From an optimization exercise on the open Yosys and OpenROAD flow, aimed at small area and a short achievable clock period; shortcuts taken in it are not production practice.
Where RTL was checked, it was by simulation tests only, not by an equivalence proof against the original.
The RTL of runs 2 to 4 was laid out without a check of its function.

==> flow/design.v (outline; a module is shown in full before it is edited, if it fits) <==
// module fadd_core: 61 lines
// module benc: 17 lines
// module fmul_core: 47 lines
// module mul24: 1432 lines
// module mfa: 3 lines
// module mha: 3 lines
// module mbsel: 3 lines
// module mbseln: 3 lines
// module mxor: 3 lines
// module fpu_addmul: 102 lines
// module lzc32: 29 lines
module fpu_addmul(
  input  wire        clk,
  input  wire        op,      
  input  wire [31:0] s,
  input  wire [31:0] t,
  output wire [31:0] d
);
  // ...
==> flow/run.sh <==
#!/bin/bash
# synth_recipe.tcl (not shown) runs the flow's synth.tcl, then flattens the netlist and writes it again
# the make line also repeats each setting of config.mk as NAME=value (left out here)
make -C /OpenROAD-flow-scripts/flow DESIGN_CONFIG=/design/flow/config.mk WORK_HOME=/design/flow/orfs CLKGATE_MAP_FILE= SYNTH_SCRIPT=/design/flow/synth_recipe.tcl finish
==> flow/config.mk <==
export PLATFORM = sky130hd
export DESIGN_NAME = fpu_addmul
export DESIGN_NICKNAME = fpu_addmul
export VERILOG_FILES = /design/flow/design.v
export SDC_FILE = /design/flow/constraint.sdc
export NUM_CORES = 4
export LEC_CHECK = 0
export CAP_MARGIN = 20
export CORE_MARGIN = 2
export CORE_UTILIZATION = 40
export SETUP_SLACK_MARGIN = 5
export SLEW_MARGIN = 20
export SYNTH_HIERARCHICAL = 1
==> flow/constraint.sdc <==
create_clock -name core_clock -period 13.0 [get_ports {clk}]
set_input_delay 2.6000 -clock core_clock [delete_from_list [all_inputs] [get_ports {clk}]]
set_output_delay 2.6000 -clock core_clock [all_outputs]
set_load 0.01 [all_outputs]
==> results.json, run 1 <==
{
  "status": "timing/DRC/antenna clean",
  "top_layer_used": "met5",
  "r2r_slack_ns": 5.28,
  "critical_path.n_buffers_inverters": 3,
  "synth_top_family_by_area": "adder cells",
  "cts_buf_count": 17,
  "die_h_um": 284,
  "tritoncts_clock_tree": "done",
  "synth_seq_area_share": 0.0957,
  "postRouteWirelength_mm": 123,
  "cts_sinks": 150,
  "netlist-cell-type-count": 125,
  "critPathLaunch": "lsign1",
  "slowest_stage": "sky130_fd_sc_hd__or4_1",
  "required_time_at_the_worst_slack_endpoint_ns": 13.40,
  "final.period_utilization": 0.594,
  "timing.hold.worst.class": "flop to flop",
  "largest_net_degree_at_the_start_of_global_routing": 70,
  "placeableCoreArea_mm2": 0.0776,
  "number_of_violations_reported_at_the_end_of_detailed_routing_iteration_0": 3729,
  "cts_root_buffer": "sky130_fd_sc_hd__clkbuf_16",
  "cp_data_arrival_time_ns": 8.12,
  "largestRegisters": "g1 x32, l27_1 x26, man2 x23",
  "synth.top_cell.area_share": 0.167,
  "dominant-cell-class": "multi-input gates",
  "finish.cell_count_without_fillers": 4754,
  "groute.usage.overall": 0.296,
  "post-dp-hpwl_mm": 88.8
}
==> module fadd_core, before the edit <==
module fadd_core(
  input  wire [31:0] g,
  input  wire        lsign,
  input  wire [26:0] l27,
  input  wire        sticky0,
  input  wire        big,
  input  wire        eqm,      
  input  wire        lzero,
  input  wire        lnan,
  input  wire        linf,
  output wire        sign,
  output wire [7:0]  exp,
  output wire [22:0] man,
  output wire        flag,
  output wire        inc,
  output wire        infchk
);
wire [7:0]  eg = g[30:23];
wire [22:0] mg = g[22:0];
wire        is_add = g[31] == lsign;
wire [26:0] g27 = {2'b01, mg, 2'b00};
wire [26:0] d27 = g27 + (is_add ? l27 : ~l27) + {26'd0, ~is_add};
wire        sr = d27[26];
wire        eg0 = eg == 8'd0;
wire [25:0] capbit = (eg <= 8'd26 && !eg0) ? (26'd1 << (8'd26 - eg)) : 26'd0;
wire [4:0]  sl;
lzc32 u_lz(.x({d27[25:0] | capbit, 6'b100000}), .n(sl));
wire [25:0] himask = ~(capbit - 26'd1);
wire        capped = (eg <= 8'd26) && !eg0 && ((d27[25:0] & himask) == 26'd0);
wire [24:0] wsub = eg0 ? 25'd0 : (d27[24:0] << sl);
wire [24:0] w = is_add ? (sr ? d27[25:1] : d27[24:0]) : wsub;
wire ulp = w[2], guard = w[1], round = w[0];
wire st = sticky0 | (sr & d27[0]);
wire nflag = is_add ? guard & (round | st | ulp) : guard & (round | (ulp & ~st));
wire denorm = ~is_add & capped;
wire [7:0] nexp = is_add ? eg + {7'd0, sr} :
                  eg0 ? 8'd225 : (capped ? 8'd0 : eg - {3'd0, sl});
wire g_max = eg == 8'd255;
wire g_nan = g_max & (mg != 23'd0);
wire g_inf = g_max & (mg == 23'd0);
wire d_zero = ~is_add & eqm;
reg [31:0] sv;
reg        special;
always @* begin
  special = 1'b1;
  sv = g;
  if (lnan) sv = {lsign, 8'd255, l27[24:2]};
  else if (g_nan) sv = g;
  else if (g_inf & linf) sv = is_add ? {g[31], 8'd255, 23'd0} : 32'h7fc00000;
  else if (g_inf) sv = {g[31], 8'd255, 23'd0};
  else if (lzero | big) sv = g;
  else if (d_zero) sv = 32'd0;
  else special = 1'b0;
end
assign sign   = special ? sv[31]    : g[31];
assign exp    = special ? sv[30:23] : nexp;
assign man    = special ? sv[22:0]  : w[24:2];
assign flag   = ~special & nflag;
assign inc    = ~special & ~denorm;
assign infchk = ~special & sr;
endmodule
==> module fmul_core, before the edit <==
module fmul_core(
  input  wire [31:0] g,
  input  wire        lsign,
  input  wire [22:0] lman,
  input  wire        sgt,
  input  wire        lzero,
  input  wire        lnan,
  input  wire        linf,
  input  wire        st1,
  input  wire        st0,
  input  wire        ovf1,
  input  wire        ovf0,
  input  wire        udf,
  input  wire [7:0]  nexp0,
  input  wire [11:0] none,
  input  wire [11:0] ntwo,
  input  wire [10:0] neg,
  output wire        sign,
  output wire [7:0]  exp,
  output wire [22:0] man,
  output wire        flag
);
wire [7:0]  eg = g[30:23];
wire [22:0] mg = g[22:0];
wire [47:0] ra, rb;
mul24 u_m(.x(mg), .none(none), .ntwo(ntwo), .neg(neg), .ra(ra), .rb(rb));
wire [47:0] p = ra + rb;
wire carry = p[47];
wire flag1 = p[23] & (p[22] | st1 | p[24]);
wire flag0 = p[22] & (p[21] | st0 | p[23]);
wire psign = g[31] ^ lsign;
wire g_max = eg == 8'd255;
wire g_nan = g_max & (mg != 23'd0);
wire g_inf = g_max & (mg == 23'd0);
wire nan_l = lnan & ~sgt;
wire [22:0] nan_m = nan_l ? lman : mg;
wire sp_inf  = g_inf | linf;
wire sp_zero = lzero | udf;
wire sp = g_nan | sp_inf | sp_zero;
wire ovf = carry ? ovf1 : ovf0;
assign sign = g_nan ? (nan_l ? lsign : g[31]) : psign;
assign exp  = (g_nan | sp_inf | (~sp_zero & ovf)) ? 8'd255 :
              sp_zero ? 8'd0 : (carry ? nexp0 + 8'd1 : nexp0);
assign man  = g_nan ? {1'b1, nan_m[21:0]} :
              (sp | ovf) ? 23'd0 : (carry ? p[46:24] : p[45:23]);
assign flag = ~sp & ~ovf & (carry ? flag1 : flag0);
endmodule
==> module fpu_addmul, before the edit <==
module fpu_addmul(
  input  wire        clk,
  input  wire        op,      
  input  wire [31:0] s,
  input  wire [31:0] t,
  output wire [31:0] d
);
wire [7:0]  es = s[30:23], et = t[30:23];
wire [22:0] ms = s[22:0],  mt = t[22:0];
wire        sgt = s[30:0] > t[30:0];
wire        eqm = s[30:0] == t[30:0];
wire [31:0] g_a = sgt ? s : t;
wire [31:0] l_a = sgt ? t : s;
wire [8:0]  dst = {1'b0, es} - {1'b0, et};
wire [7:0]  dts = et - es;
wire        ege = ~dst[8];                
wire        eeq = es == et;
wire [7:0]  rs  = ege ? dst[7:0] : dts;
wire [22:0] ml_e = ege ? mt : ms;
wire [26:0] l27_e = {2'b01, ml_e, 2'b00} >> rs[4:0];
wire [26:0] l27_a = eeq ? {2'b01, l_a[22:0], 2'b00} : l27_e;
wire [31:0] msr, mtr;
genvar k;
generate for (k = 0; k < 23; k = k + 1) begin : rev
  assign msr[31-k] = ms[k];
  assign mtr[31-k] = mt[k];
end endgenerate
assign msr[8:0] = 9'h100;
assign mtr[8:0] = 9'h100;
wire [4:0] tzs, tzt;
lzc32 u_tzs(.x(msr), .n(tzs));
lzc32 u_tzt(.x(mtr), .n(tzt));
wire [4:0] tzle = ege ? tzt : tzs;
wire       sticky_a = ({3'b0, tzle} + 8'd3) <= rs;
wire [5:0] tzp = {1'b0, tzs} + {1'b0, tzt};
wire [8:0] esum = {1'b0, es} + {1'b0, et};
wire [11:0] none_s, ntwo_s, none_t, ntwo_t;
wire [10:0] neg_s, neg_t;
benc u_es(.m(ms), .none(none_s), .ntwo(ntwo_s), .neg(neg_s));
benc u_et(.m(mt), .none(none_t), .ntwo(ntwo_t), .neg(neg_t));
wire s_zero = s[30:0] == 31'd0, t_zero = t[30:0] == 31'd0;
wire s_nan = (es == 8'd255) & (ms != 23'd0), t_nan = (et == 8'd255) & (mt != 23'd0);
wire s_inf = (es == 8'd255) & (ms == 23'd0), t_inf = (et == 8'd255) & (mt == 23'd0);
reg         op1, sgt1, big1, lsign1, sticky1, eqm1;
reg         lzero1, lnan1, linf1, mst1_1, mst0_1, ovf1_1, ovf0_1, udf1;
reg  [31:0] g1;
reg  [26:0] l27_1;
reg  [7:0]  nexp0_1;
reg  [11:0] none1, ntwo1;
reg  [10:0] neg1;
always @(posedge clk) begin
  op1     <= op;
  sgt1    <= sgt;
  eqm1    <= eqm;
  g1      <= g_a;
  lsign1  <= l_a[31];
  l27_1   <= l27_a;
  sticky1 <= sticky_a;
  big1    <= rs > 8'd24;
  lzero1  <= sgt ? t_zero : s_zero;
  lnan1   <= sgt ? t_nan  : s_nan;
  linf1   <= sgt ? t_inf  : s_inf;
  mst1_1  <= tzp < 6'd22;    
  mst0_1  <= tzp < 6'd21;    
  ovf1_1  <= esum >= 9'd381;
  ovf0_1  <= esum >= 9'd382;
  udf1    <= esum < 9'd127;
  nexp0_1 <= esum[7:0] - 8'd127;
  none1   <= sgt ? none_t : none_s;
  ntwo1   <= sgt ? ntwo_t : ntwo_s;
  neg1    <= sgt ? neg_t  : neg_s;
end
wire        a_sign, a_flag, a_inc, a_infchk;
wire [7:0]  a_exp;
wire [22:0] a_man;
wire        m_sign, m_flag;
wire [7:0]  m_exp;
wire [22:0] m_man;
fadd_core u_add(.g(g1), .lsign(lsign1), .l27(l27_1), .sticky0(sticky1), .big(big1),
  .eqm(eqm1), .lzero(lzero1), .lnan(lnan1), .linf(linf1),
  .sign(a_sign), .exp(a_exp), .man(a_man), .flag(a_flag), .inc(a_inc), .infchk(a_infchk));
fmul_core u_mul(.g(g1), .lsign(lsign1), .lman(l27_1[24:2]), .sgt(sgt1),
  .lzero(lzero1), .lnan(lnan1), .linf(linf1),
  .st1(mst1_1), .st0(mst0_1), .ovf1(ovf1_1), .ovf0(ovf0_1), .udf(udf1), .nexp0(nexp0_1),
  .none(none1), .ntwo(ntwo1), .neg(neg1),
  .sign(m_sign), .exp(m_exp), .man(m_man), .flag(m_flag));
reg         sign2, flag2, inc2, infchk2;
reg  [7:0]  exp2;
reg  [22:0] man2;
always @(posedge clk) begin
  sign2   <= op1 ? m_sign : a_sign;
  exp2    <= op1 ? m_exp  : a_exp;
  man2    <= op1 ? m_man  : a_man;
  flag2   <= op1 ? m_flag : a_flag;
  inc2    <= op1 ? 1'b0   : a_inc;
  infchk2 <= op1 ? 1'b0   : a_infchk;
end
wire [23:0] man_r = {1'b0, man2} + {23'd0, flag2};
wire [7:0]  exp_r = exp2 + {7'd0, inc2 & man_r[23]};
wire        inf_r = infchk2 & (exp_r == 8'd255);
assign d = {sign2, exp_r, inf_r ? 23'd0 : man_r[22:0]};
endmodule
==> run 2: changes to the inputs <==
--- a/flow/design.v
+++ b/flow/design.v
@@ -1,7 +1,8 @@
 module fadd_core(
   input  wire [31:0] g,
+  input  wire        is_add,
   input  wire        lsign,
-  input  wire [26:0] l27,
+  input  wire [26:0] l27x,
   input  wire        sticky0,
   input  wire        big,
   input  wire        eqm,      
@@ -10,31 +11,29 @@
   input  wire        linf,
   output wire        sign,
   output wire [7:0]  exp,
+  output wire [4:0]  esub,
   output wire [22:0] man,
-  output wire        flag,
+  output wire        grd,
+  output wire        rnd,
+  output wire        st,
   output wire        inc,
   output wire        infchk
 );
 wire [7:0]  eg = g[30:23];
 wire [22:0] mg = g[22:0];
-wire        is_add = g[31] == lsign;
-wire [26:0] g27 = {2'b01, mg, 2'b00};
-wire [26:0] d27 = g27 + (is_add ? l27 : ~l27) + {26'd0, ~is_add};
+wire [26:0] d27;
+wire        d27_c;
+skladd #(.N(27)) u_add(.a({2'b01, mg, 2'b00}), .b(l27x), .ci(~is_add), .s(d27), .co(d27_c));
 wire        sr = d27[26];
 wire        eg0 = eg == 8'd0;
-wire [25:0] capbit = (eg <= 8'd26 && !eg0) ? (26'd1 << (8'd26 - eg)) : 26'd0;
+wire        egs = eg <= 8'd26;
+wire [25:0] capbit = (egs && !eg0) ? (26'd1 << (8'd26 - eg)) : 26'd0;
 wire [4:0]  sl;
 lzc32 u_lz(.x({d27[25:0] | capbit, 6'b100000}), .n(sl));
 wire [25:0] himask = ~(capbit - 26'd1);
-wire        capped = (eg <= 8'd26) && !eg0 && ((d27[25:0] & himask) == 26'd0);
+wire        capped = egs && !eg0 && ((d27[25:0] & himask) == 26'd0);
 wire [24:0] wsub = eg0 ? 25'd0 : (d27[24:0] << sl);
 wire [24:0] w = is_add ? (sr ? d27[25:1] : d27[24:0]) : wsub;
-wire ulp = w[2], guard = w[1], round = w[0];
-wire st = sticky0 | (sr & d27[0]);
-wire nflag = is_add ? guard & (round | st | ulp) : guard & (round | (ulp & ~st));
-wire denorm = ~is_add & capped;
-wire [7:0] nexp = is_add ? eg + {7'd0, sr} :
-                  eg0 ? 8'd225 : (capped ? 8'd0 : eg - {3'd0, sl});
 wire g_max = eg == 8'd255;
 wire g_nan = g_max & (mg != 23'd0);
 wire g_inf = g_max & (mg == 23'd0);
@@ -44,7 +43,7 @@
 always @* begin
   special = 1'b1;
   sv = g;
-  if (lnan) sv = {lsign, 8'd255, l27[24:2]};
+  if (lnan) sv = {lsign, 8'd255, is_add ? l27x[24:2] : ~l27x[24:2]};
   else if (g_nan) sv = g;
   else if (g_inf & linf) sv = is_add ? {g[31], 8'd255, 23'd0} : 32'h7fc00000;
   else if (g_inf) sv = {g[31], 8'd255, 23'd0};
@@ -52,11 +51,15 @@
   else if (d_zero) sv = 32'd0;
   else special = 1'b0;
 end
+wire [7:0] nexp = is_add ? eg + {7'd0, sr} : (eg0 ? 8'd225 : (capped ? 8'd0 : eg));
 assign sign   = special ? sv[31]    : g[31];
 assign exp    = special ? sv[30:23] : nexp;
+assign esub   = (special | is_add | eg0 | capped) ? 5'd0 : sl;
 assign man    = special ? sv[22:0]  : w[24:2];
-assign flag   = ~special & nflag;
-assign inc    = ~special & ~denorm;
+assign grd    = ~special & w[1];
+assign rnd    = w[0];
+assign st     = sticky0 | (sr & d27[0]);
+assign inc    = ~special & (is_add | ~capped);
 assign infchk = ~special & sr;
 endmodule
 module benc(
@@ -96,16 +99,18 @@
   output wire        sign,
   output wire [7:0]  exp,
   output wire [22:0] man,
-  output wire        flag
+  output wire        grd,
+  output wire        rnd,
+  output wire        st
 );
 wire [7:0]  eg = g[30:23];
 wire [22:0] mg = g[22:0];
 wire [47:0] ra, rb;
 mul24 u_m(.x(mg), .none(none), .ntwo(ntwo), .neg(neg), .ra(ra), .rb(rb));
-wire [47:0] p = ra + rb;
+wire [47:0] p;
+wire        p_c;
+skladd #(.N(48)) u_cpa(.a(ra), .b(rb), .ci(1'b0), .s(p), .co(p_c));
 wire carry = p[47];
-wire flag1 = p[23] & (p[22] | st1 | p[24]);
-wire flag0 = p[22] & (p[21] | st0 | p[23]);
 wire psign = g[31] ^ lsign;
 wire g_max = eg == 8'd255;
 wire g_nan = g_max & (mg != 23'd0);
@@ -121,7 +126,9 @@
               sp_zero ? 8'd0 : (carry ? nexp0 + 8'd1 : nexp0);
 assign man  = g_nan ? {1'b1, nan_m[21:0]} :
               (sp | ovf) ? 23'd0 : (carry ? p[46:24] : p[45:23]);
-assign flag = ~sp & ~ovf & (carry ? flag1 : flag0);
+assign grd  = ~sp & ~ovf & (carry ? p[23] : p[22]);
+assign rnd  = carry ? p[22] : p[21];
+assign st   = carry ? st1 : st0;
 endmodule
 module mul24(
   input  wire [22:0] x,
@@ -1579,15 +1586,21 @@
 );
 wire [7:0]  es = s[30:23], et = t[30:23];
 wire [22:0] ms = s[22:0],  mt = t[22:0];
-wire        sgt = s[30:0] > t[30:0];
+wire [30:0] cmp_s;
+wire        cmp_c;
+skladd #(.N(31)) u_cmp(.a(t[30:0]), .b(~s[30:0]), .ci(1'b1), .s(cmp_s), .co(cmp_c));
+wire        sgt = ~cmp_c;                 
 wire        eqm = s[30:0] == t[30:0];
 wire [31:0] g_a = sgt ? s : t;
 wire [31:0] l_a = sgt ? t : s;
-wire [8:0]  dst = {1'b0, es} - {1'b0, et};
-wire [7:0]  dts = et - es;
-wire        ege = ~dst[8];                
+wire        is_add = s[31] == t[31];
+wire [7:0]  dst, dts;
+wire        dst_c, dts_c;
+skladd #(.N(8)) u_dst(.a(es), .b(~et), .ci(1'b1), .s(dst), .co(dst_c));
+skladd #(.N(8)) u_dts(.a(et), .b(~es), .ci(1'b1), .s(dts), .co(dts_c));
+wire        ege = dst_c;                  
 wire        eeq = es == et;
-wire [7:0]  rs  = ege ? dst[7:0] : dts;
+wire [7:0]  rs  = ege ? dst : dts;
 wire [22:0] ml_e = ege ? mt : ms;
 wire [26:0] l27_e = {2'b01, ml_e, 2'b00} >> rs[4:0];
 wire [26:0] l27_a = eeq ? {2'b01, l_a[22:0], 2'b00} : l27_e;
@@ -1613,10 +1626,10 @@
 wire s_zero = s[30:0] == 31'd0, t_zero = t[30:0] == 31'd0;
 wire s_nan = (es == 8'd255) & (ms != 23'd0), t_nan = (et == 8'd255) & (mt != 23'd0);
 wire s_inf = (es == 8'd255) & (ms == 23'd0), t_inf = (et == 8'd255) & (mt == 23'd0);
-reg         op1, sgt1, big1, lsign1, sticky1, eqm1;
+reg         op1, sgt1, big1, lsign1, sticky1, eqm1, add1;
 reg         lzero1, lnan1, linf1, mst1_1, mst0_1, ovf1_1, ovf0_1, udf1;
 reg  [31:0] g1;
-reg  [26:0] l27_1;
+reg  [26:0] l27x1;
 reg  [7:0]  nexp0_1;
 reg  [11:0] none1, ntwo1;
 reg  [10:0] neg1;
@@ -1624,9 +1637,10 @@
   op1     <= op;
   sgt1    <= sgt;
   eqm1    <= eqm;
+  add1    <= is_add;
   g1      <= g_a;
   lsign1  <= l_a[31];
-  l27_1   <= l27_a;
+  l27x1   <= is_add ? l27_a : ~l27_a;
   sticky1 <= sticky_a;
   big1    <= rs > 8'd24;
   lzero1  <= sgt ? t_zero : s_zero;
@@ -1642,36 +1656,71 @@
   ntwo1   <= sgt ? ntwo_t : ntwo_s;
   neg1    <= sgt ? neg_t  : neg_s;
 end
-wire        a_sign, a_flag, a_inc, a_infchk;
+wire        a_sign, a_grd, a_rnd, a_st, a_inc, a_infchk;
 wire [7:0]  a_exp;
+wire [4:0]  a_esub;
 wire [22:0] a_man;
-wire        m_sign, m_flag;
+wire        m_sign, m_grd, m_rnd, m_st;
 wire [7:0]  m_exp;
 wire [22:0] m_man;
-fadd_core u_add(.g(g1), .lsign(lsign1), .l27(l27_1), .sticky0(sticky1), .big(big1),
-  .eqm(eqm1), .lzero(lzero1), .lnan(lnan1), .linf(linf1),
-  .sign(a_sign), .exp(a_exp), .man(a_man), .flag(a_flag), .inc(a_inc), .infchk(a_infchk));
-fmul_core u_mul(.g(g1), .lsign(lsign1), .lman(l27_1[24:2]), .sgt(sgt1),
+fadd_core u_add(.g(g1), .is_add(add1), .lsign(lsign1), .l27x(l27x1), .sticky0(sticky1),
+  .big(big1), .eqm(eqm1), .lzero(lzero1), .lnan(lnan1), .linf(linf1),
+  .sign(a_sign), .exp(a_exp), .esub(a_esub), .man(a_man), .grd(a_grd), .rnd(a_rnd),
+  .st(a_st), .inc(a_inc), .infchk(a_infchk));
+fmul_core u_mul(.g(g1), .lsign(lsign1), .lman(add1 ? l27x1[24:2] : ~l27x1[24:2]), .sgt(sgt1),
   .lzero(lzero1), .lnan(lnan1), .linf(linf1),
   .st1(mst1_1), .st0(mst0_1), .ovf1(ovf1_1), .ovf0(ovf0_1), .udf(udf1), .nexp0(nexp0_1),
   .none(none1), .ntwo(ntwo1), .neg(neg1),
-  .sign(m_sign), .exp(m_exp), .man(m_man), .flag(m_flag));
-reg         sign2, flag2, inc2, infchk2;
+  .sign(m_sign), .exp(m_exp), .man(m_man), .grd(m_grd), .rnd(m_rnd), .st(m_st));
+reg         sign2, grd2, rnd2, st2, sub2, inc2, infchk2;
 reg  [7:0]  exp2;
+reg  [4:0]  esub2;
 reg  [22:0] man2;
 always @(posedge clk) begin
   sign2   <= op1 ? m_sign : a_sign;
   exp2    <= op1 ? m_exp  : a_exp;
+  esub2   <= op1 ? 5'd0   : a_esub;
   man2    <= op1 ? m_man  : a_man;
-  flag2   <= op1 ? m_flag : a_flag;
+  grd2    <= op1 ? m_grd  : a_grd;
+  rnd2    <= op1 ? m_rnd  : a_rnd;
+  st2     <= op1 ? m_st   : a_st;
+  sub2    <= ~op1 & ~add1;
   inc2    <= op1 ? 1'b0   : a_inc;
   infchk2 <= op1 ? 1'b0   : a_infchk;
 end
-wire [23:0] man_r = {1'b0, man2} + {23'd0, flag2};
-wire [7:0]  exp_r = exp2 + {7'd0, inc2 & man_r[23]};
+wire        flag  = grd2 & (rnd2 | (sub2 ? man2[0] & ~st2 : man2[0] | st2));
+wire [23:0] man_r = {1'b0, man2} + {23'd0, flag};
+wire [7:0]  exp_r = exp2 - {3'd0, esub2} + {7'd0, inc2 & man_r[23]};
 wire        inf_r = infchk2 & (exp_r == 8'd255);
 assign d = {sign2, exp_r, inf_r ? 23'd0 : man_r[22:0]};
 endmodule
+module skladd #(parameter N = 27) (
+  input  wire [N-1:0] a,
+  input  wire [N-1:0] b,
+  input  wire         ci,
+  output wire [N-1:0] s,
+  output wire         co
+);
+localparam L = $clog2(N + 1);
+wire [N:0] g [0:L];
+wire [N:0] p [0:L];
+assign g[0] = {a & b, ci};
+assign p[0] = {a ^ b, 1'b0};
+genvar i, k;
+generate for (k = 0; k < L; k = k + 1) begin : lv
+  for (i = 0; i <= N; i = i + 1) begin : b
+    if ((i >> k) % 2 == 1) begin : m
+      assign g[k+1][i] = g[k][i] | (p[k][i] & g[k][((i >> k) << k) - 1]);
+      assign p[k+1][i] = p[k][i] & p[k][((i >> k) << k) - 1];
+    end else begin : c
+      assign g[k+1][i] = g[k][i];
+      assign p[k+1][i] = p[k][i];
+    end
+  end
+end endgenerate
+assign s  = (a ^ b) ^ g[L][N-1:0];
+assign co = g[L][N];
+endmodule
 module lzc32(
   input  wire [31:0] x,
   output wire [4:0]  n
==> flow/flow/run.sh (new file) <==
#!/bin/bash
set -euo pipefail
export SETUP_SLACK_MARGIN=7
bash standard.sh > standard.log 2>&1
==> flow/standard.sh (new file) <==
#!/bin/bash
# synth_recipe.tcl (not shown) runs the flow's synth.tcl, then flattens the netlist and writes it again
# the make line also repeats each setting of config.mk as NAME=value (left out here)
make -C /OpenROAD-flow-scripts/flow DESIGN_CONFIG=/design/flow/config.mk WORK_HOME=/design/flow/orfs CLKGATE_MAP_FILE= SYNTH_SCRIPT=/design/flow/synth_recipe.tcl "${@:-finish}"
--- a/flow/config.mk
+++ b/flow/config.mk
@@ -8,6 +8,5 @@
 export CAP_MARGIN = 20
 export CORE_MARGIN = 2
 export CORE_UTILIZATION = 40
-export SETUP_SLACK_MARGIN = 5
 export SLEW_MARGIN = 20
 export SYNTH_HIERARCHICAL = 1
removed: flow/run.sh
==> results.json, run 2 <==
{
  "first_global_vias": 29700,
  "ioPinCount": 98,
  "postRouteWirelength_mm": 126,
  "die-width_um": 286,
  "finish.instance_area_mm2": 0.0391,
  "final.period_utilization": 0.532,
  "routed-via-count": 30600,
  "placed_area_mm2": 0.0343,
  "clk_pin_slew_ns": 0.08,
  "diodes": 0,
  "hold_viol": 0,
  "tightestPinTransition_ns": 1.10,
  "cts_sinks": 160,
  "crit_chain": "clkinvlp_4, buf_12, o22ai_2, xor2_1, fa_1, fa_2, fa_2, fa_2, fa_2, ha_2, and4_1, and3_4, and2_1, a221oi_4, o21ai_2, o31a_1, xor2_4, buf_12, mux2_4, or4_4, o22ai_2, mux2_2",
  "weighted_congestion_at_the_end_of_routability_driven_global_placement": 0.967,
  "drc_errors": 0,
  "wire_length_of_the_first_global_routing_pass_mm": 187,
  "met2_usage": 0.446,
  "tritoncts_clock_tree": "done",
  "timing.max_cap.violations": 0,
  "sequential_cell_area_mm2": 0.00341,
  "timing.hold.worst.class": "flop to flop",
  "groute.usage.overall": 0.298,
  "synthesis.area_mm2": 0.0318,
  "achievable_freq_mhz": 144,
  "required_time_at_the_worst_slack_endpoint_ns": 13.41,
  "cp_data_arrival_time_ns": 7.33,
  "clockBufferDepth": 2,
  "worst_path_dominant_cell_family": "adder cells",
  "final.setup.tns_ns": 0,
  "grt.met3_usage": 0.0736,
  "ys.warnings.count": 12,
  "critical_path_peak_fanout": 12,
  "number_of_search_and_repair_iterations_in_the_first_detailed_routing_pass": 6,
  "status": "timing/DRC/antenna clean",
  "viasPerCell": 6.21,
  "min_period_ns": 6.92,
  "footprint_of_the_multi_input_gates_mm2": 0.0286,
  "placeableCoreArea_mm2": 0.0787,
  "num-nets-final": 4395,
  "slew_violations": 0,
  "routedWlPerCell_um": 25.7,
  "port_buffers": 97,
  "die_h_um": 286,
  "die_footprint_mm2": 0.0817,
  "mostFrequentLayoutCells": "sky130_fd_sc_hd__xor2_1 (294), sky130_fd_sc_hd__buf_4 (224), sky130_fd_sc_hd__fa_1 (204)",
  "netlist_instances": 3600,
  "grt_overflow": 0,
  "critPathMaxStageDelay_ns": 0.68,
  "cpMostUsedCell": "sky130_fd_sc_hd__fa_2",
  "maxSlewHeadroom": 0.262,
  "largest_net_degree_at_the_start_of_global_routing": 65,
  "use_met1": 0.406,
  "antenna_found_initial": 0,
  "slowest_stage": "sky130_fd_sc_hd__or4_4",
  "critPathLaunchType": "flop",
  "largestRegisters": "g1 x32, l27x1 x27, man2 x23",
  "grt_busiest_layer": "met2",
  "syn2layout_area_growth_pct": 23.1,
  "post-dp-hpwl_mm": 81.1,
  "worstSetupEndpointType": "flop",
  "cts_buf_count": 17,
  "timing.final.setup_violations": 0,
  "unrepaired_setup_endpoints_after_global_routing": "true",
  "worstSkewPairLatency_ns": 0.47,
  "syn_avg_cell_area_um2": 8.82,
  "critical_path.n_buffers_inverters": 3,
  "fill_cells": 7339,
  "post_drt_antenna_nets": 0,
  "number_of_violations_reported_at_the_end_of_detailed_routing_iteration_0": 3392,
  "worstSetupPathType": "flop to flop",
  "layout.cells.most_common": "sky130_fd_sc_hd__xor2_1",
  "largest_register": "g1",
  "htreeDepth": 4,
  "largest_register_ff_count": 32,
  "initial_utilization": 0.403,
  "skew_ns": 0.0148,
  "std_cell_rows": 103,
  "cts_root_buffer": "sky130_fd_sc_hd__clkbuf_16",
  "final_layout_size_suffix_gt1_frac": 0.271
}
## run 2: cell types whose count changed in the layout (fill, tap and decap cells not counted), moves of 51 or more
cell | previous run | this run
sky130_fd_sc_hd__nor2_1 | 245 | 167
sky130_fd_sc_hd__xnor2_1 | 119 | 173
sky130_fd_sc_hd__o21ai_0 | 166 | 95
sky130_fd_sc_hd__nand2_1 | 229 | 154
sky130_fd_sc_hd__clkdlybuf4s50_1 | 97 | 38
sky130_fd_sc_hd__fa_1 | 261 | 204
sky130_fd_sc_hd__o22ai_2 | 1 | 81
sky130_fd_sc_hd__o22ai_1 | 263 | 202
sky130_fd_sc_hd__fa_2 | 0 | 71
sky130_fd_sc_hd__buf_4 | 111 | 224
sky130_fd_sc_hd__dfxtp_4 | 0 | 51
sky130_fd_sc_hd__dfxtp_1 | 150 | 98
## run 2: worst paths after layout
kind	from	endpoint	slack, ns	cells after the start
worst max register to register	g1[18]	man2[10]	6.08	22
worst min register to register	sticky1	st2	0.65	2
worst min-delay path	sticky1	st2	0.65	2
worst max-delay path	g1[18]	man2[10]	6.08	22
## run 2: tightest hold or removal path: stages (launching register included)
cell,delay [ns]
sky130_fd_sc_hd__dfxtp_1,0.34
sky130_fd_sc_hd__a21o_1,0.10
sky130_fd_sc_hd__mux2_4,0.18
## run 2: routing by layer
| layer | wire (um) | share of wire |
|---|---|---|
| met1 | 51500 | 0.41 |
| met4 | 6430 | 0.051 |
| met5 | 0 | 0 |
| met3 | 14200 | 0.11 |
| met2 | 54200 | 0.43 |
## run 2: through the flow
step                 util  hold WS, ns  std cells  worst slack (ns)
floorplan               -        0.505       3654              6.28
global placement    0.436        0.664       4633              4.87
detailed placement  0.436        0.656       4633              4.83
CTS                 0.479        0.634       4865              6.09
global route        0.497        0.672       4921              5.91
finish              0.497        0.650       4921              6.08
## run 2: timing repair
| item | CTS | global route |
|---|---|---|
| cloned | 35 | 2 |
| gates resized for setup | 403 | 198 |
| setup endpoints to repair | 142 | 96 |
| hold buffers | 0 | 0 |
| pin swaps | 66 | 113 |
| setup buffers | 165 | 53 |
## run 2: area by class of cell
cell class / count / share of cell area
Timing Repair Buffer: 410 / 0.106
Multi-Input combinational cell: 3030 / 0.730
Clock inverter: 14 / 0.00307
Timing Repair inverter: 23 / 0.00467
Tap cell: 1050 / 0.0336
Inverter: 216 / 0.0240
Sequential cell: 160 / 0.0871
Clock buffer: 18 / 0.0115
==> run 3: changes to the inputs <==
--- a/flow/design.v
+++ b/flow/design.v
@@ -10,14 +10,15 @@
   input  wire        lnan,
   input  wire        linf,
   output wire        sign,
-  output wire [7:0]  exp,
+  output wire [7:0]  e0,
   output wire [4:0]  esub,
-  output wire [22:0] man,
-  output wire        grd,
-  output wire        rnd,
-  output wire        st,
+  output wire [25:0] v,
+  output wire        rsh,
+  output wire        sta,
+  output wire        stb,
   output wire        inc,
-  output wire        infchk
+  output wire        rinc,
+  output wire        infa
 );
 wire [7:0]  eg = g[30:23];
 wire [22:0] mg = g[22:0];
@@ -33,7 +34,6 @@
 wire [25:0] himask = ~(capbit - 26'd1);
 wire        capped = egs && !eg0 && ((d27[25:0] & himask) == 26'd0);
 wire [24:0] wsub = eg0 ? 25'd0 : (d27[24:0] << sl);
-wire [24:0] w = is_add ? (sr ? d27[25:1] : d27[24:0]) : wsub;
 wire g_max = eg == 8'd255;
 wire g_nan = g_max & (mg != 23'd0);
 wire g_inf = g_max & (mg == 23'd0);
@@ -51,16 +51,16 @@
   else if (d_zero) sv = 32'd0;
   else special = 1'b0;
 end
-wire [7:0] nexp = is_add ? eg + {7'd0, sr} : (eg0 ? 8'd225 : (capped ? 8'd0 : eg));
-assign sign   = special ? sv[31]    : g[31];
-assign exp    = special ? sv[30:23] : nexp;
-assign esub   = (special | is_add | eg0 | capped) ? 5'd0 : sl;
-assign man    = special ? sv[22:0]  : w[24:2];
-assign grd    = ~special & w[1];
-assign rnd    = w[0];
-assign st     = sticky0 | (sr & d27[0]);
-assign inc    = ~special & (is_add | ~capped);
-assign infchk = ~special & sr;
+assign sign = special ? sv[31] : g[31];
+assign e0   = special ? sv[30:23] : (is_add ? eg : (eg0 ? 8'd225 : (capped ? 8'd0 : eg)));
+assign esub = (special | is_add | eg0 | capped) ? 5'd0 : sl;
+assign v    = special ? {1'b0, sv[22:0], 2'b00} : (is_add ? d27[25:0] : {1'b0, wsub});
+assign rsh  = ~special & is_add & sr;
+assign sta  = sticky0;
+assign stb  = sticky0 | d27[0];
+assign inc  = ~special & (is_add | ~capped);
+assign rinc = ~special & is_add;
+assign infa = ~special & is_add;
 endmodule
 module benc(
   input  wire [22:0] m,
@@ -97,11 +97,12 @@
   input  wire [11:0] ntwo,
   input  wire [10:0] neg,
   output wire        sign,
-  output wire [7:0]  exp,
-  output wire [22:0] man,
-  output wire        grd,
-  output wire        rnd,
-  output wire        st
+  output wire [7:0]  e0,
+  output wire [25:0] v,
+  output wire        rsh,
+  output wire        sta,
+  output wire        stb,
+  output wire        ovfm
 );
 wire [7:0]  eg = g[30:23];
 wire [22:0] mg = g[22:0];
@@ -110,7 +111,6 @@
 wire [47:0] p;
 wire        p_c;
 skladd #(.N(48)) u_cpa(.a(ra), .b(rb), .ci(1'b0), .s(p), .co(p_c));
-wire carry = p[47];
 wire psign = g[31] ^ lsign;
 wire g_max = eg == 8'd255;
 wire g_nan = g_max & (mg != 23'd0);
@@ -119,16 +119,14 @@
 wire [22:0] nan_m = nan_l ? lman : mg;
 wire sp_inf  = g_inf | linf;
 wire sp_zero = lzero | udf;
-wire sp = g_nan | sp_inf | sp_zero;
-wire ovf = carry ? ovf1 : ovf0;
+wire sp = g_nan | sp_inf | sp_zero | ovf0;
 assign sign = g_nan ? (nan_l ? lsign : g[31]) : psign;
-assign exp  = (g_nan | sp_inf | (~sp_zero & ovf)) ? 8'd255 :
-              sp_zero ? 8'd0 : (carry ? nexp0 + 8'd1 : nexp0);
-assign man  = g_nan ? {1'b1, nan_m[21:0]} :
-              (sp | ovf) ? 23'd0 : (carry ? p[46:24] : p[45:23]);
-assign grd  = ~sp & ~ovf & (carry ? p[23] : p[22]);
-assign rnd  = carry ? p[22] : p[21];
-assign st   = carry ? st1 : st0;
+assign e0   = (g_nan | sp_inf | (~sp_zero & ovf0)) ? 8'd255 : (sp_zero ? 8'd0 : nexp0);
+assign v    = g_nan ? {2'b01, nan_m[21:0], 2'b00} : (sp ? 26'd0 : p[46:21]);
+assign rsh  = ~sp & p[47];
+assign sta  = st0;
+assign stb  = st1;
+assign ovfm = ~sp & ovf1;
 endmodule
 module mul24(
   input  wire [22:0] x,
@@ -1619,10 +1617,9 @@
 wire       sticky_a = ({3'b0, tzle} + 8'd3) <= rs;
 wire [5:0] tzp = {1'b0, tzs} + {1'b0, tzt};
 wire [8:0] esum = {1'b0, es} + {1'b0, et};
-wire [11:0] none_s, ntwo_s, none_t, ntwo_t;
-wire [10:0] neg_s, neg_t;
-benc u_es(.m(ms), .none(none_s), .ntwo(ntwo_s), .neg(neg_s));
-benc u_et(.m(mt), .none(none_t), .ntwo(ntwo_t), .neg(neg_t));
+wire [11:0] none_a, ntwo_a;
+wire [10:0] neg_a;
+benc u_enc(.m(l_a[22:0]), .none(none_a), .ntwo(ntwo_a), .neg(neg_a));
 wire s_zero = s[30:0] == 31'd0, t_zero = t[30:0] == 31'd0;
 wire s_nan = (es == 8'd255) & (ms != 23'd0), t_nan = (et == 8'd255) & (mt != 23'd0);
 wire s_inf = (es == 8'd255) & (ms == 23'd0), t_inf = (et == 8'd255) & (mt == 23'd0);
@@ -1652,47 +1649,55 @@
   ovf0_1  <= esum >= 9'd382;
   udf1    <= esum < 9'd127;
   nexp0_1 <= esum[7:0] - 8'd127;
-  none1   <= sgt ? none_t : none_s;
-  ntwo1   <= sgt ? ntwo_t : ntwo_s;
-  neg1    <= sgt ? neg_t  : neg_s;
+  none1   <= none_a;
+  ntwo1   <= ntwo_a;
+  neg1    <= neg_a;
 end
-wire        a_sign, a_grd, a_rnd, a_st, a_inc, a_infchk;
-wire [7:0]  a_exp;
+wire        a_sign, a_rsh, a_sta, a_stb, a_inc, a_rinc, a_infa;
+wire [7:0]  a_e0;
 wire [4:0]  a_esub;
-wire [22:0] a_man;
-wire        m_sign, m_grd, m_rnd, m_st;
-wire [7:0]  m_exp;
-wire [22:0] m_man;
+wire [25:0] a_v;
+wire        m_sign, m_rsh, m_sta, m_stb, m_ovf;
+wire [7:0]  m_e0;
+wire [25:0] m_v;
 fadd_core u_add(.g(g1), .is_add(add1), .lsign(lsign1), .l27x(l27x1), .sticky0(sticky1),
   .big(big1), .eqm(eqm1), .lzero(lzero1), .lnan(lnan1), .linf(linf1),
-  .sign(a_sign), .exp(a_exp), .esub(a_esub), .man(a_man), .grd(a_grd), .rnd(a_rnd),
-  .st(a_st), .inc(a_inc), .infchk(a_infchk));
+  .sign(a_sign), .e0(a_e0), .esub(a_esub), .v(a_v), .rsh(a_rsh), .sta(a_sta), .stb(a_stb),
+  .inc(a_inc), .rinc(a_rinc), .infa(a_infa));
 fmul_core u_mul(.g(g1), .lsign(lsign1), .lman(add1 ? l27x1[24:2] : ~l27x1[24:2]), .sgt(sgt1),
   .lzero(lzero1), .lnan(lnan1), .linf(linf1),
   .st1(mst1_1), .st0(mst0_1), .ovf1(ovf1_1), .ovf0(ovf0_1), .udf(udf1), .nexp0(nexp0_1),
   .none(none1), .ntwo(ntwo1), .neg(neg1),
-  .sign(m_sign), .exp(m_exp), .man(m_man), .grd(m_grd), .rnd(m_rnd), .st(m_st));
-reg         sign2, grd2, rnd2, st2, sub2, inc2, infchk2;
-reg  [7:0]  exp2;
+  .sign(m_sign), .e0(m_e0), .v(m_v), .rsh(m_rsh), .sta(m_sta), .stb(m_stb), .ovfm(m_ovf));
+reg         sign2, rsh2, sta2, stb2, sub2, inc2, rinc2, infa2, ovfm2;
+reg  [7:0]  e02;
 reg  [4:0]  esub2;
-reg  [22:0] man2;
+reg  [25:0] v2;
 always @(posedge clk) begin
-  sign2   <= op1 ? m_sign : a_sign;
-  exp2    <= op1 ? m_exp  : a_exp;
-  esub2   <= op1 ? 5'd0   : a_esub;
-  man2    <= op1 ? m_man  : a_man;
-  grd2    <= op1 ? m_grd  : a_grd;
-  rnd2    <= op1 ? m_rnd  : a_rnd;
-  st2     <= op1 ? m_st   : a_st;
-  sub2    <= ~op1 & ~add1;
-  inc2    <= op1 ? 1'b0   : a_inc;
-  infchk2 <= op1 ? 1'b0   : a_infchk;
+  sign2 <= op1 ? m_sign : a_sign;
+  e02   <= op1 ? m_e0   : a_e0;
+  esub2 <= op1 ? 5'd0   : a_esub;
+  v2    <= op1 ? m_v    : a_v;
+  rsh2  <= op1 ? m_rsh  : a_rsh;
+  sta2  <= op1 ? m_sta  : a_sta;
+  stb2  <= op1 ? m_stb  : a_stb;
+  sub2  <= ~op1 & ~add1;
+  inc2  <= ~op1 & a_inc;
+  rinc2 <= op1 | a_rinc;
+  infa2 <= ~op1 & a_infa;
+  ovfm2 <= op1 & m_ovf;
 end
-wire        flag  = grd2 & (rnd2 | (sub2 ? man2[0] & ~st2 : man2[0] | st2));
-wire [23:0] man_r = {1'b0, man2} + {23'd0, flag};
-wire [7:0]  exp_r = exp2 - {3'd0, esub2} + {7'd0, inc2 & man_r[23]};
-wire        inf_r = infchk2 & (exp_r == 8'd255);
-assign d = {sign2, exp_r, inf_r ? 23'd0 : man_r[22:0]};
+wire [24:0] w  = rsh2 ? v2[25:1] : v2[24:0];
+wire        st = rsh2 ? stb2 : sta2;
+wire        flag  = w[1] & (w[0] | (sub2 ? w[2] & ~st : w[2] | st));
+wire [23:0] man_r = {1'b0, w[24:2]} + {23'd0, flag};
+wire        cri   = inc2 & flag & (&w[24:2]);    
+wire [7:0]  exp_b = e02 - {3'd0, esub2} + {7'd0, rsh2 & rinc2};
+wire [7:0]  exp_1 = exp_b + 8'd1;
+wire [7:0]  exp_r = cri ? exp_1 : exp_b;
+wire        is255 = cri ? (exp_b == 8'd254) : (exp_b == 8'd255);
+wire        inf_r = rsh2 & ((infa2 & is255) | ovfm2);
+assign d = {sign2, inf_r ? 8'd255 : exp_r, inf_r ? 23'd0 : man_r[22:0]};
 endmodule
 module skladd #(parameter N = 27) (
   input  wire [N-1:0] a,
==> results.json, run 3 <==
{
  "achievable_freq_mhz": 159,
  "final.period_utilization": 0.484,
  "die-width_um": 285,
  "critical_path_peak_fanout": 4,
  "worstReg2RegStart": "g1[12]",
  "timing.hold.worst.class": "flop to flop",
  "post_cts_hold_buffer_count": 0,
  "clockBufferDepth": 2,
  "hold_endpoint": "stb2",
  "number_of_violations_reported_at_the_end_of_detailed_routing_iteration_0": 3440,
  "num-nets-final": 4349,
  "status": "timing/DRC/antenna clean",
  "drc_errors": 0,
  "critPathLaunchType": "flop",
  "worstSkewPairLatency_ns": 0.46,
  "largestRegisters": "g1 x32, l27x1 x27, v2 x26",
  "std_cell_rows": 102,
  "unrepaired_setup_endpoints_after_global_routing": "true",
  "slew_violations": 0,
  "largest_register": "g1",
  "first_global_vias": 29500,
  "largest_register_ff_count": 32,
  "viasPerCell": 6.18,
  "netlist_instances": 3629,
  "wire_length_of_the_first_global_routing_pass_mm": 181,
  "r2r_slack_ns": 6.81,
  "cts_sinks": 165,
  "min_period_ns": 6.29,
  "worstSetupEndpointType": "primary output",
  "timing.max_cap.violations": 0,
  "die_footprint_mm2": 0.0811,
  "final.setup.tns_ns": 0,
  "post_drt_antenna_nets": 0,
  "weighted_congestion_at_the_end_of_routability_driven_global_placement": 0.990,
  "r2r_cells": 21,
  "ioPinCount": 98,
  "required_time_at_the_worst_slack_endpoint_ns": 10.40,
  "worstHoldStart": "mst1_1",
  "syn_avg_cell_area_um2": 8.69,
  "groute.usage.overall": 0.287,
  "initial_utilization": 0.406,
  "port_buffers": 97,
  "finish.cell_count_without_fillers": 4866,
  "post-dp-hpwl_mm": 82.0,
  "tritoncts_clock_tree": "done",
  "hold_viol": 0,
  "holdPathStages": 1,
  "tightestPinTransition_ns": 1.05,
  "die_h_um": 285,
  "layout.cells.most_common": "sky130_fd_sc_hd__xor2_1",
  "worstSetupPathType": "flop to primary output",
  "rr_endpoint": "v2[17]",
  "syn2layout_area_growth_pct": 19.3,
  "htreeDepth": 4,
  "cts_buf_count": 17,
  "ys.warnings.count": 12,
  "grt_overflow": 0,
  "clk_pin_slew_ns": 0.07,
  "post-place-cells": 4661,
  "maxSlewHeadroom": 0.295,
  "placeableCoreArea_mm2": 0.0777,
  "antenna_found_initial": 2,
  "routedWlPerCell_um": 24.7,
  "number_of_search_and_repair_iterations_in_the_first_detailed_routing_pass": 6,
  "mostFrequentLayoutCells": "sky130_fd_sc_hd__xor2_1 (294), sky130_fd_sc_hd__o22ai_1 (244), sky130_fd_sc_hd__fa_1 (233)",
  "diodes": 0,
  "fill_cells": 7308,
  "cts_root_buffer": "sky130_fd_sc_hd__clkbuf_16",
  "skew_ns": 0.0144,
  "largest_net_degree_at_the_start_of_global_routing": 49,
  "final_layout_size_suffix_gt1_frac": 0.212,
  "postRouteWirelength_mm": 120,
  "routed-via-count": 30100,
  "timing.final.setup_violations": 0,
  "synthesis.area_mm2": 0.0316,
  "cp_data_arrival_time_ns": 3.69
}
[run 3: worst max-delay path by stage]
stage                     startpoint        to  slack (ns)
after CTS                       rsh2     d[25]        6.71
after global routing            rsh2     d[25]        6.53
after floorplan                s[23]   sticky1        6.80
after global placement         t[23]  l27x1[4]        5.21
final                           rsh2     d[25]        6.71
after detailed placement       t[23]  l27x1[4]        5.17
[run 3: routing by layer]
metal / vias to the layer above / part of all wire / track usage / routed length (um)
met1: 14600 / 0.41 / 0.386 / 49900
li1: 13400 / - / - / -
met4: 2 / 0.047 / 0.125 / 5670
met5: - / 0.00011 / 0 / 13
met2: 1723 / 0.45 / 0.450 / 53600
met3: 344 / 0.093 / 0.0543 / 11200
[run 3: area by class of cell]
cell class	count	area, um2	area share
Tap cell	1040	1300	0.0346
Timing Repair Buffer	359	3640	0.0968
Sequential cell	165	3420	0.0909
Timing Repair inverter	6	46.3	0.00123
Inverter	220	917	0.0244
Clock buffer	17	425	0.0113
Multi-Input combinational cell	3045	27700	0.735
Clock inverter	14	214	0.00569
[run 3: timing repair]
action,CTS,global route
pin swaps,70,94
gates cloned,17,5
endpoints found under the setup margin,130,84
buffers inserted,107,45
gates resized for setup,432,224
[run 3: through the flow]
step | instance area [um2] | hold slack, ns | utilization | setup slack [ns]
6_report | 37600 | 0.572 | 0.484 | 6.71
5_1_grt | 37600 | 0.559 | 0.484 | 6.53
4_1_cts | 36100 | 0.547 | 0.464 | 6.71
3_5_place_dp | 33400 | 0.529 | 0.429 | 5.17
3_3_place_gp | 33400 | 0.530 | 0.429 | 5.21
2_1_floorplan | 31900 | 0.508 | - | 6.80
[run 3: critical path, stage by stage (launching register included)]
cell and delay, ns:
sky130_fd_sc_hd__dfxtp_4 0.35, sky130_fd_sc_hd__buf_12 0.13, sky130_fd_sc_hd__nand2_4 0.05, sky130_fd_sc_hd__ha_4 0.19, sky130_fd_sc_hd__inv_2 0.06, sky130_fd_sc_hd__ha_4 0.13
sky130_fd_sc_hd__inv_2 0.03, sky130_fd_sc_hd__fa_2 0.37, sky130_fd_sc_hd__o31a_1 0.25, sky130_fd_sc_hd__a22o_1 0.27, sky130_fd_sc_hd__nor4b_4 0.34, sky130_fd_sc_hd__nand2b_4 0.11
sky130_fd_sc_hd__or4_4 0.57, sky130_fd_sc_hd__a32oi_2 0.23, sky130_fd_sc_hd__buf_4 0.16
==> run 4: changes to the inputs <==
--- a/flow/design.v
+++ b/flow/design.v
@@ -1599,8 +1599,9 @@
 wire        ege = dst_c;                  
 wire        eeq = es == et;
 wire [7:0]  rs  = ege ? dst : dts;
-wire [22:0] ml_e = ege ? mt : ms;
-wire [26:0] l27_e = {2'b01, ml_e, 2'b00} >> rs[4:0];
+wire [26:0] l27_st = {2'b01, mt, 2'b00} >> dst[4:0];    
+wire [26:0] l27_ts = {2'b01, ms, 2'b00} >> dts[4:0];    
+wire [26:0] l27_e = ege ? l27_st : l27_ts;
 wire [26:0] l27_a = eeq ? {2'b01, l_a[22:0], 2'b00} : l27_e;
 wire [31:0] msr, mtr;
 genvar k;
@@ -1613,8 +1614,7 @@
 wire [4:0] tzs, tzt;
 lzc32 u_tzs(.x(msr), .n(tzs));
 lzc32 u_tzt(.x(mtr), .n(tzt));
-wire [4:0] tzle = ege ? tzt : tzs;
-wire       sticky_a = ({3'b0, tzle} + 8'd3) <= rs;
+wire       sticky_a = ege ? ({3'b0, tzt} + 8'd3) <= dst : ({3'b0, tzs} + 8'd3) <= dts;
 wire [5:0] tzp = {1'b0, tzs} + {1'b0, tzt};
 wire [8:0] esum = {1'b0, es} + {1'b0, et};
 wire [11:0] none_a, ntwo_a;
@@ -1639,7 +1639,7 @@
   lsign1  <= l_a[31];
   l27x1   <= is_add ? l27_a : ~l27_a;
   sticky1 <= sticky_a;
-  big1    <= rs > 8'd24;
+  big1    <= ege ? dst > 8'd24 : dts > 8'd24;
   lzero1  <= sgt ? t_zero : s_zero;
   lnan1   <= sgt ? t_nan  : s_nan;
   linf1   <= sgt ? t_inf  : s_inf;
@@ -1669,7 +1669,7 @@
   .st1(mst1_1), .st0(mst0_1), .ovf1(ovf1_1), .ovf0(ovf0_1), .udf(udf1), .nexp0(nexp0_1),
   .none(none1), .ntwo(ntwo1), .neg(neg1),
   .sign(m_sign), .e0(m_e0), .v(m_v), .rsh(m_rsh), .sta(m_sta), .stb(m_stb), .ovfm(m_ovf));
-reg         sign2, rsh2, sta2, stb2, sub2, inc2, rinc2, infa2, ovfm2;
+reg         sign2, rsh2, sta2, stb2, sub2, inc2, rinc2, infa2, ovfm2, e253_2, e254_2;
 reg  [7:0]  e02;
 reg  [4:0]  esub2;
 reg  [25:0] v2;
@@ -1686,17 +1686,22 @@
   rinc2 <= op1 | a_rinc;
   infa2 <= ~op1 & a_infa;
   ovfm2 <= op1 & m_ovf;
+  e253_2 <= a_e0 == 8'd253;
+  e254_2 <= a_e0 == 8'd254;
 end
 wire [24:0] w  = rsh2 ? v2[25:1] : v2[24:0];
 wire        st = rsh2 ? stb2 : sta2;
 wire        flag  = w[1] & (w[0] | (sub2 ? w[2] & ~st : w[2] | st));
 wire [23:0] man_r = {1'b0, w[24:2]} + {23'd0, flag};
 wire        cri   = inc2 & flag & (&w[24:2]);    
-wire [7:0]  exp_b = e02 - {3'd0, esub2} + {7'd0, rsh2 & rinc2};
-wire [7:0]  exp_1 = exp_b + 8'd1;
-wire [7:0]  exp_r = cri ? exp_1 : exp_b;
-wire        is255 = cri ? (exp_b == 8'd254) : (exp_b == 8'd255);
-wire        inf_r = rsh2 & ((infa2 & is255) | ovfm2);
+wire [7:0]  e0p1  = e02 + 8'd1;
+wire [7:0]  e0p2  = e02 + 8'd2;
+wire [7:0]  e0ms  = e02 - {3'd0, esub2};
+wire [7:0]  e0ms1 = e0ms + 8'd1;
+wire        rr    = rsh2 & rinc2;
+wire [7:0]  exp_r = sub2 ? (cri ? e0ms1 : e0ms) :
+                    (rr ? (cri ? e0p2 : e0p1) : (cri ? e0p1 : e02));
+wire        inf_r = rsh2 & ((infa2 & (cri ? e253_2 : e254_2)) | ovfm2);
 assign d = {sign2, inf_r ? 8'd255 : exp_r, inf_r ? 23'd0 : man_r[22:0]};
 endmodule
 module skladd #(parameter N = 27) (
--- a/flow/config.mk
+++ b/flow/config.mk
@@ -10,3 +10,4 @@
 export CORE_UTILIZATION = 40
 export SLEW_MARGIN = 20
 export SYNTH_HIERARCHICAL = 1
+export TNS_END_PERCENT = 5
==> results.json, run 4 <==
{
  "status": "timing/DRC/antenna clean",
  "num-nets-final": 4446,
  "die-width_um": 288,
  "worst_path_dominant_cell_family": "adder cells",
  "slowest_stage": "sky130_fd_sc_hd__fa_1",
  "mostFrequentLayoutCells": "sky130_fd_sc_hd__xor2_1 (304), sky130_fd_sc_hd__fa_1 (253), sky130_fd_sc_hd__nand2_1 (241)",
  "number_of_violations_reported_at_the_end_of_detailed_routing_iteration_0": 3120,
  "critical_path.n_buffers_inverters": 3,
  "port_buffers": 97,
  "worst_setup_path_endpoint": "v2[11]",
  "r2r_slack_ns": 6.69,
  "largest_register": "g1",
  "slew_violations": 0,
  "finish.cell_count_without_fillers": 4983,
  "skew_ns": 0.0245,
  "first_global_vias": 30000,
  "worstSetupPathType": "flop to flop",
  "crit_chain": "clkinvlp_4, buf_12, o22ai_2, xor2_1, fa_1, fa_2, fa_1, fa_1, fa_1, ha_4, and3_4, and2_4, a221o_1, a221o_2, nor2_4, inv_2, fa_2, xor2_2, o2bb2ai_2, mux2_4",
  "timing.hold.worst.class": "flop to flop",
  "initial_utilization": 0.402,
  "postRouteWirelength_mm": 123,
  "routed-via-count": 30800,
  "r2r_cells": 20,
  "layout.cells.most_common": "sky130_fd_sc_hd__xor2_1",
  "routedWlPerCell_um": 24.8,
  "worstSetupEndpointType": "flop",
  "tightestPinTransition_ns": 1.02,
  "fill_cells": 7845,
  "cts_sinks": 167,
  "hold_viol": 0,
  "worstSkewPairLatency_ns": 0.50,
  "critPathLaunchType": "flop",
  "htreeDepth": 4,
  "drc_errors": 0,
  "largestRegisters": "g1 x32, l27x1 x27, v2 x26",
  "syn2layout_area_growth_pct": 15.7,
  "critical_path_cell_count": 20,
  "post_cts_hold_buffer_count": 0,
  "final_layout_size_suffix_gt1_frac": 0.186,
  "weighted_congestion_at_the_end_of_routability_driven_global_placement": 0.963,
  "cp_data_arrival_time_ns": 6.67,
  "cts_root_buffer": "sky130_fd_sc_hd__clkbuf_16",
  "critical_path_peak_fanout": 12,
  "min_period_ns": 6.31,
  "die_footprint_mm2": 0.0828,
  "timing.final.setup_violations": 0,
  "antenna_found_initial": 0,
  "post_drt_antenna_nets": 0,
  "required_time_at_the_worst_slack_endpoint_ns": 13.36,
  "timing.max_cap.violations": 0,
  "die_h_um": 288,
  "clk_pin_slew_ns": 0.07,
  "placeableCoreArea_mm2": 0.0802,
  "largest_net_degree_at_the_start_of_global_routing": 56,
  "post-dp-hpwl_mm": 85.3,
  "final.setup.tns_ns": 0,
  "cts_buf_count": 17,
  "largest_register_ff_count": 32,
  "groute.usage.overall": 0.292,
  "netlist_instances": 3751,
  "critPathLaunch": "g1[14]",
  "achievable_freq_mhz": 159,
  "number_of_search_and_repair_iterations_in_the_first_detailed_routing_pass": 6,
  "rr_endpoint": "v2[11]",
  "critPathMaxStageDelay_ns": 0.57,
  "worstReg2RegStart": "g1[14]",
  "final.period_utilization": 0.485,
  "wire_length_of_the_first_global_routing_pass_mm": 185,
  "grt_overflow": 0,
  "std_cell_rows": 104,
  "viasPerCell": 6.18,
  "synthesis.area_mm2": 0.0322,
  "clockBufferDepth": 2,
  "maxSlewHeadroom": 0.310,
  "cpMostUsedCell": "sky130_fd_sc_hd__fa_1",
  "tritoncts_clock_tree": "done",
  "ioPinCount": 98,
  "unrepaired_setup_endpoints_after_global_routing": "true",
  "ys.warnings.count": 12,
  "syn_avg_cell_area_um2": 8.58,
  "post-place-cells": 4780
}
-- run 4: how the worst min path moves through the flow --
stage / startpoint / end / slack, ns / cells past startpoint
final: mst0_1 / sta2 / 0.58 / 1
after global routing: mst1_1 / stb2 / 0.59 / 1
after CTS: mst1_1 / stb2 / 0.58 / 1
after detailed placement: mst1_1 / stb2 / 0.55 / 1
after global placement: mst0_1 / sta2 / 0.55 / 1
after floorplan: nexp0_1[0] / e02[0] / 0.50 / 3
-- run 4: metrics by stage --
| stage | util | hold WS, ns | instance area (um2) | worst slack, ns |
|---|---|---|---|---|
| 5_1_grt | 0.464 | 0.586 | 37200 | 6.58 |
| 6_report | 0.464 | 0.584 | 37200 | 6.69 |
| 3_5_place_dp | 0.429 | 0.552 | 34400 | 5.57 |
| 4_1_cts | 0.458 | 0.577 | 36700 | 6.74 |
| 3_3_place_gp | 0.429 | 0.551 | 34400 | 5.56 |
| 2_1_floorplan | - | 0.499 | 32900 | 6.98 |
-- run 4: layout make-up --
class                   count  area [um2]  area share
flip-flops and latches    167        3550      0.0952
inverters                 229         966      0.0259
multi-input cells        3149       27500       0.740
well taps                1060        1330      0.0356
diodes                      1        2.50   0.0000672
clock buffers              17         425      0.0114
clock inverters            15         174     0.00467
repair buffers            327        3120      0.0838
repair inverters           18         135     0.00363
-- run 4: what timing repair did --
action | 4_1_cts | 5_1_grt
pin swaps | 31 | 34
resized for setup | 166 | 69
buffers inserted | 118 | 26
setup endpoints to repair | 132 | 99
gates cloned | 24 | 2
-- run 4: layer usage --
layer,vias to the layer above,share of wire,track usage,routed length [um]
met4,2,0.053,0.141,6530
met5,-,0.00055,0.00581,68
met3,371,0.098,0.0548,12100
met2,1800,0.44,0.452,54100
met1,14900,0.41,0.389,50500
li1,13800,-,-,-
-- run 4: worst reg2reg max path, stage by stage (launching register included) --
cell and delay (ns):
sky130_fd_sc_hd__dfxtp_4 0.41, sky130_fd_sc_hd__clkinvlp_4 0.12, sky130_fd_sc_hd__buf_12 0.16, sky130_fd_sc_hd__o22ai_2 0.18, sky130_fd_sc_hd__xor2_1 0.22, sky130_fd_sc_hd__fa_1 0.51, sky130_fd_sc_hd__fa_2 0.42, sky130_fd_sc_hd__fa_1 0.57
sky130_fd_sc_hd__fa_1 0.44, sky130_fd_sc_hd__fa_1 0.57, sky130_fd_sc_hd__ha_4 0.23, sky130_fd_sc_hd__and3_4 0.15, sky130_fd_sc_hd__and2_4 0.15, sky130_fd_sc_hd__a221o_1 0.41, sky130_fd_sc_hd__a221o_2 0.46, sky130_fd_sc_hd__nor2_4 0.15
sky130_fd_sc_hd__inv_2 0.07, sky130_fd_sc_hd__fa_2 0.37, sky130_fd_sc_hd__xor2_2 0.16, sky130_fd_sc_hd__o2bb2ai_2 0.14, sky130_fd_sc_hd__mux2_4 0.31

-- afterwards: timing with drivers on the ports --
No port has a modelled driver above. Below, the same layouts with a new extraction and two added sets of constraints. Step 1, drivers: a clkbuf_16 drives clk and a buf_2 each remaining input, both assumed. Step 2 also shifts input and output timing later by t, the mid clock arrival at the registers, as if the neighbouring blocks saw the same clock. a / b / c = no drivers / after step 1 / after step 2; a / b = the first two.
run | t, ns | setup slack, ns | latest minus earliest clock arrival (ns)
run 1 | 0.526 | 5.281 / 5.281 / 5.259 | 0.018 / 0.018
run 2 | 0.524 | 6.079 / 6.079 / 6.079 | 0.017 / 0.017
run 3 | 0.510 | 6.711 / 6.654 / 6.565 | 0.015 / 0.015
run 4 | 0.544 | 6.692 / 6.691 / 6.225 | 0.027 / 0.027
After both steps every run listed still meets setup and hold. For run 4, which loses most, drivers alone change the setup slack by -0.001 ns; drivers and shift together by -0.467 ns.
